From an optimization exercise on the open Yosys and OpenROAD flow, aimed at small area, a short achievable clock period and few clock cycles per item; shortcuts taken in it are not production practice.
RTL that was checked went through simulation tests only; none was proved equivalent to the original.

Design GCD, start of the top module:
module GCD (
input  logic clk,
input  logic rst_n,
input  logic [31:0] a_in,
input  logic [31:0] b_in,
output logic done,
output logic [31:0] gcd
);
localparam int SH = 4;
localparam logic [1:0] LOAD = 2'd0, RUN = 2'd1, FIN = 2'd2;
logic [1:0]  state;
logic [31:0] a, b;
logic [4:0]  k;
logic        half;      
logic        swap1;     
logic        m_sub, m_a, m_b;
wire run  = (state == RUN);
wire load = (state == LOAD);
wire fin  = (state == FIN);
wire [31:0] gp [0:5];
wire [31:0] pp [0:5];
assign gp[0] = a & ~b;
assign pp[0] = ~(a ^ b);
for (genvar l = 0; l < 5; l++) begin : g_lvl
  for (genvar i = 0; i < 32; i++) begin : g_bit
    if ((i >> l) & 1) begin : g_op
      localparam int J = ((i >> l) << l) - 1;
      assign gp[l+1][i] = gp[l][i] | (pp[l][i] & gp[l][J]);
      assign pp[l+1][i] = pp[l][i] & pp[l][J];
    end else begin : g_pass
      assign gp[l+1][i] = gp[l][i];
      assign pp[l+1][i] = pp[l][i];
    end
  end
end
wire [31:0] gpre = gp[5];
wire [31:0] ppre = pp[5];
wire ge = gpre[31] | ppre[31];                        
wire eq = ppre[31];                                   
wire [31:0] c1 = {gpre[30:0] | ppre[30:0], 1'b1};
wire [31:0] c0 = {gpre[30:0], 1'b0};
wire [31:0] d_ab = pp[0] ^ c1;                        
wire [31:0] d_ba = ~(pp[0] ^ c0);                     
wire [31:0] r = ({32{m_sub &  ge}} & d_ab) |
                ({32{m_sub & ~ge}} & d_ba) |
                ({32{m_a}} & a) |
                ({32{m_b}} & b);
wire [SH:0] t = m_sub ? ~pp[0][SH:0] : m_a ? a[SH:0] : b[SH:0];
logic [31:0] r_sh;
always_comb begin
  logic z;
  r_sh = r >> 1;
  z = ~swap1;
  for (int i = 2; i <= SH; i++) begin
    z = z & ~t[i-1];
    if (z) r_sh = r >> i;
  end
end
wire kz  = (k == 5'd0);
wire shl = fin | (run & m_sub & eq);
assign done = shl & kz;
assign gcd = a;
wire half_nx = run & swap1 & ~half;
wire a0_nx   = swap1 ? b[0] : 1'b1;
wire b0_nx   = swap1 ? a[1] : |t[SH:1];
always_ff @(posedge clk) begin
  if (load) begin
    a <= a_in;
    b <= b_in;
    k <= 5'd0;
  ...
Size in the first run: about 810 cells after synthesis, ~76 flip-flops, about 99 I/O pins, about 6400 um^2 of cells after synthesis.
export LEC_CHECK = 0
export CAP_MARGIN = 20
export CORE_MARGIN = 2
export CORE_UTILIZATION = 60
export SETUP_SLACK_MARGIN = 0.4
export SLEW_MARGIN = 20
create_clock -name core_clock -period 4.5 [get_ports {clk}]
standard.sh (not shown) runs the stock make flow with config.mk's settings and CLKGATE_MAP_FILE= SYNTH_SCRIPT=/design/flow/synth_recipe.tcl, a recipe that flattens the netlist after the stock synthesis.
==> flow/flow/run.sh <==
#!/bin/bash
# The standard layout (the standard.sh: ORFS synthesis through finish),
# with each port buffered by a small sky130_fd_sc_hd__buf_1 instead of the
# buffer cell buffer_ports picks by default. Nothing else changes.
set -euo pipefail
export BUFFER_PORTS_ARGS="-buffer_cell sky130_fd_sc_hd__buf_1"
bash standard.sh > standard.log 2>&1
The first run completed without violations.
Testbench counts at the start, summed over its fixed seeds: cycles 78,976, items 4,000.
Change:
- SETUP_SLACK_MARGIN: 0.4 -> 0.5
Outcome: Synthesized area does not change; wire length goes up by about 1.8%; fmax went up by 2.1%; final area increases by about 0.9%; cell count goes up by 0.57%; hold slack gets worse by 0.0046 ns; worst setup slack gets better by 0.081 ns; via count went up by 0.35%.
Change:
- SETUP_SLACK_MARGIN: 0.5 -> 0.8
What happened: Die area stays the same. Cell area climbs by a little under a tenth. Clock skew is about the same. Routed wire length climbs by a few percent. Hold slack improves by 0.013 ns. Fmax climbs by a few percent. Via count climbs by a few percent.
Change:
- SETUP_SLACK_MARGIN: 0.8 -> 0.6
- TNS_END_PERCENT: not set -> 5
Result:
- final area goes down by 7.7%
- count of clock-buffer cells in the layout came out higher by 1
- routed wire length fell by 7.0%
- area after synthesis is unchanged
- die area stays the same
- global-route usage is lower by 0.63 points
- fmax decreases by 5.6%
- flip-flop and latch count stays the same
- clock skew hardly moves

---

The RTL this note starts from:
==> flow/design.v <==
`timescale 1ns/1ps
module GCD (
input  logic clk,
input  logic rst_n,
input  logic [31:0] a_in,
input  logic [31:0] b_in,
output logic done,
output logic [31:0] gcd
);
localparam int SH = 3;
localparam logic [1:0] LOAD = 2'd0, RUN = 2'd1, FIN = 2'd2;
logic [1:0]  state;
logic [31:0] a, b;
logic [4:0]  k;
logic        half;    
wire swap1 = half | (~a[0] & ~b[0]);    
logic use_a, use_b;
wire [31:0] x = a & {32{use_a}};
wire [31:0] y = b & {32{use_b}};
wire [31:0] gp [0:5];
wire [31:0] pp [0:5];
assign gp[0] = x & ~y;
assign pp[0] = ~(x ^ y);
for (genvar l = 0; l < 5; l++) begin : g_lvl
  for (genvar i = 0; i < 32; i++) begin : g_bit
    if ((i >> l) & 1) begin : g_op
      localparam int J = ((i >> l) << l) - 1;
      assign gp[l+1][i] = gp[l][i] | (pp[l][i] & gp[l][J]);
      assign pp[l+1][i] = pp[l][i] & pp[l][J];
    end else begin : g_pass
      assign gp[l+1][i] = gp[l][i];
      assign pp[l+1][i] = pp[l][i];
    end
  end
end
wire [31:0] gpre = gp[5];
wire [31:0] ppre = pp[5];
wire ge = gpre[31] | ppre[31];        
wire eq = ppre[31];                   
wire [31:0] c1 = {gpre[30:0] | ppre[30:0], 1'b1};
wire [31:0] c0 = {gpre[30:0], 1'b0};
wire [31:0] r = ge ? (pp[0] ^ c1) : ~(pp[0] ^ c0);    
wire [SH:0] dl = x[SH:0] - y[SH:0];
logic [31:0] r_sh;
always_comb begin
  logic z;
  r_sh = r >> 1;
  z = ~swap1;
  for (int i = 2; i <= SH; i++) begin
    z = z & ~dl[i-1];
    if (z) r_sh = r >> i;
  end
end
wire kz = (k == 5'd0);
assign done = shl & kz;
assign gcd = a;
wire run  = (state == RUN);
wire load = (state == LOAD);
wire fin  = (state == FIN);
wire shl  = fin | (run & eq);
wire half_nx = run & swap1 & ~half;
wire a0_nx = swap1 ? b[0] : 1'b1;
wire b0_nx = swap1 ? a[1] : |dl[SH:1];
always_ff @(posedge clk) begin
  if (load) begin
    a <= a_in;
    b <= b_in;
    k <= 5'd0;
    half <= 1'b0;
    use_a <= ~(a_in[0] & ~b_in[0]);
    use_b <= a_in[0];
  end else begin
    use_a <= ~(a0_nx & ~b0_nx) | half_nx;
    use_b <= a0_nx & ~half_nx;
    b <= r_sh;
    half <= half_nx;
    if (shl) begin
      a <= {a[30:0], 1'b0};
      k <= k - 5'd1;
    end else begin
      if (ge) a <= b;
      if (half) k <= k + 5'd1;
    end
  end
end
always_ff @(posedge clk) begin
  if (rst_n) state <= LOAD;
  else if (load) state <= RUN;
  else if (shl && kz) state <= LOAD;
  else if (shl) state <= FIN;
end
endmodule
export LEC_CHECK = 0
export CAP_MARGIN = 20
export CORE_MARGIN = 2
export CORE_UTILIZATION = 40
export SLEW_MARGIN = 20
create_clock -name core_clock -period 4.5 [get_ports {clk}]
Scripts as last shown in full above: flow/flow/run.sh
Testbench counts at the start, summed over its fixed seeds: cycles 83,220, items 4,000.
Edit:
--- a/flow/config.mk
+++ b/flow/config.mk
@@ -9,3 +9,4 @@
 export CORE_MARGIN = 2
-export CORE_UTILIZATION = 40
+export CORE_UTILIZATION = 60
+export SETUP_SLACK_MARGIN = 0.8
 export SLEW_MARGIN = 20
Cell area rose by about 8%; via count rose by about 10%; critical path depth rose by 4.

---

== before ==
Another version of the RTL of GCD (not shown whole).
For scale: about 770 cells after synthesis, ~72 flip-flops, roughly 99 I/O pins, ~0.0064 mm² of cells after synthesis.
clock: 4.5 ns
lec_check: 0
cap_margin: 20
core_margin: 2
core_utilization: 40
setup_slack_margin: 1.5
slew_margin: 20
run.sh (not shown) runs the stock make flow with config.mk's settings and CLKGATE_MAP_FILE= SYNTH_SCRIPT=/design/flow/synth_recipe.tcl, a recipe that flattens the netlist after the stock synthesis.
Stock flow here: none of the scripts above is used.
before ran to completion and came out clean on the timing, design-rule and antenna checks.
Relative to before, the following input files were edited for after:
- SETUP_SLACK_MARGIN no longer set, was 1.5
## What came out
Taking before as the reference point, the global-route track usage on met3 of after falls by 0.81 points.
Between after and before, it is after whose global-route wire length before repair is lower, by 910 µm.
Measured against each other, after and before differ in synthesis-to-finish area growth, the higher figure coming from before.
Delta(total via count after detailed routing, after - before) < 0
Sort after and before by wire length reported by the detailed router, descending, and before comes first.
Going from before to after, via count of the first global-routing pass shrank by a little under 10%.
In the flow results for after and before, the area of placed instances is larger on before.
Function was not checked in any run of this note: the RTL went through the layout flow alone.

==> afterwards: timing with drivers on the ports <==
Ports are ideal in the flow. The routed layouts listed here were re-timed in OpenROAD. Step 1 (the two cells are an assumption about what drives the block):
set clk [get_ports {clk}]
set_driving_cell -lib_cell sky130_fd_sc_hd__clkbuf_16 $clk
set_driving_cell -lib_cell sky130_fd_sc_hd__buf_2 [delete_from_list [all_inputs] $clk]
Step 2 moves the port delays by t, midway between the first and last clock arrival at a register: inputs arrive t later, outputs are due t later. That takes back most of the time a late clock gives input paths. a / b / c = ideal ports / drivers / drivers and shift; a / b = the first two.
run | t, ns | slack for setup (ns) | latest minus earliest clock arrival (ns)
the first run of note 1 | 0.413 | 0.578 / 0.543 / 0.607 | 0.011 / 0.011
the second run of note 1 | 0.414 | 0.660 / 0.621 / 0.707 | 0.012 / 0.012
the third run of note 1 | 0.421 | 0.790 / 0.754 / 0.790 | 0.013 / 0.013
the fourth run of note 1 | 0.413 | 0.572 / 0.571 / 0.572 | 0.013 / 0.013
the first run of note 2 | 0.392 | 0.397 / 0.354 / 0.521 | 0.007 / 0.007
the second run of note 2 | 0.422 | 0.812 / 0.793 / 0.812 | 0.017 / 0.017
before | 0.392 | 0.690 / 0.690 / 0.690 | 0.008 / 0.008
after | 0.390 | 0.355 / 0.355 / 0.355 | 0.007 / 0.008
After both steps every run listed still meets setup and hold.
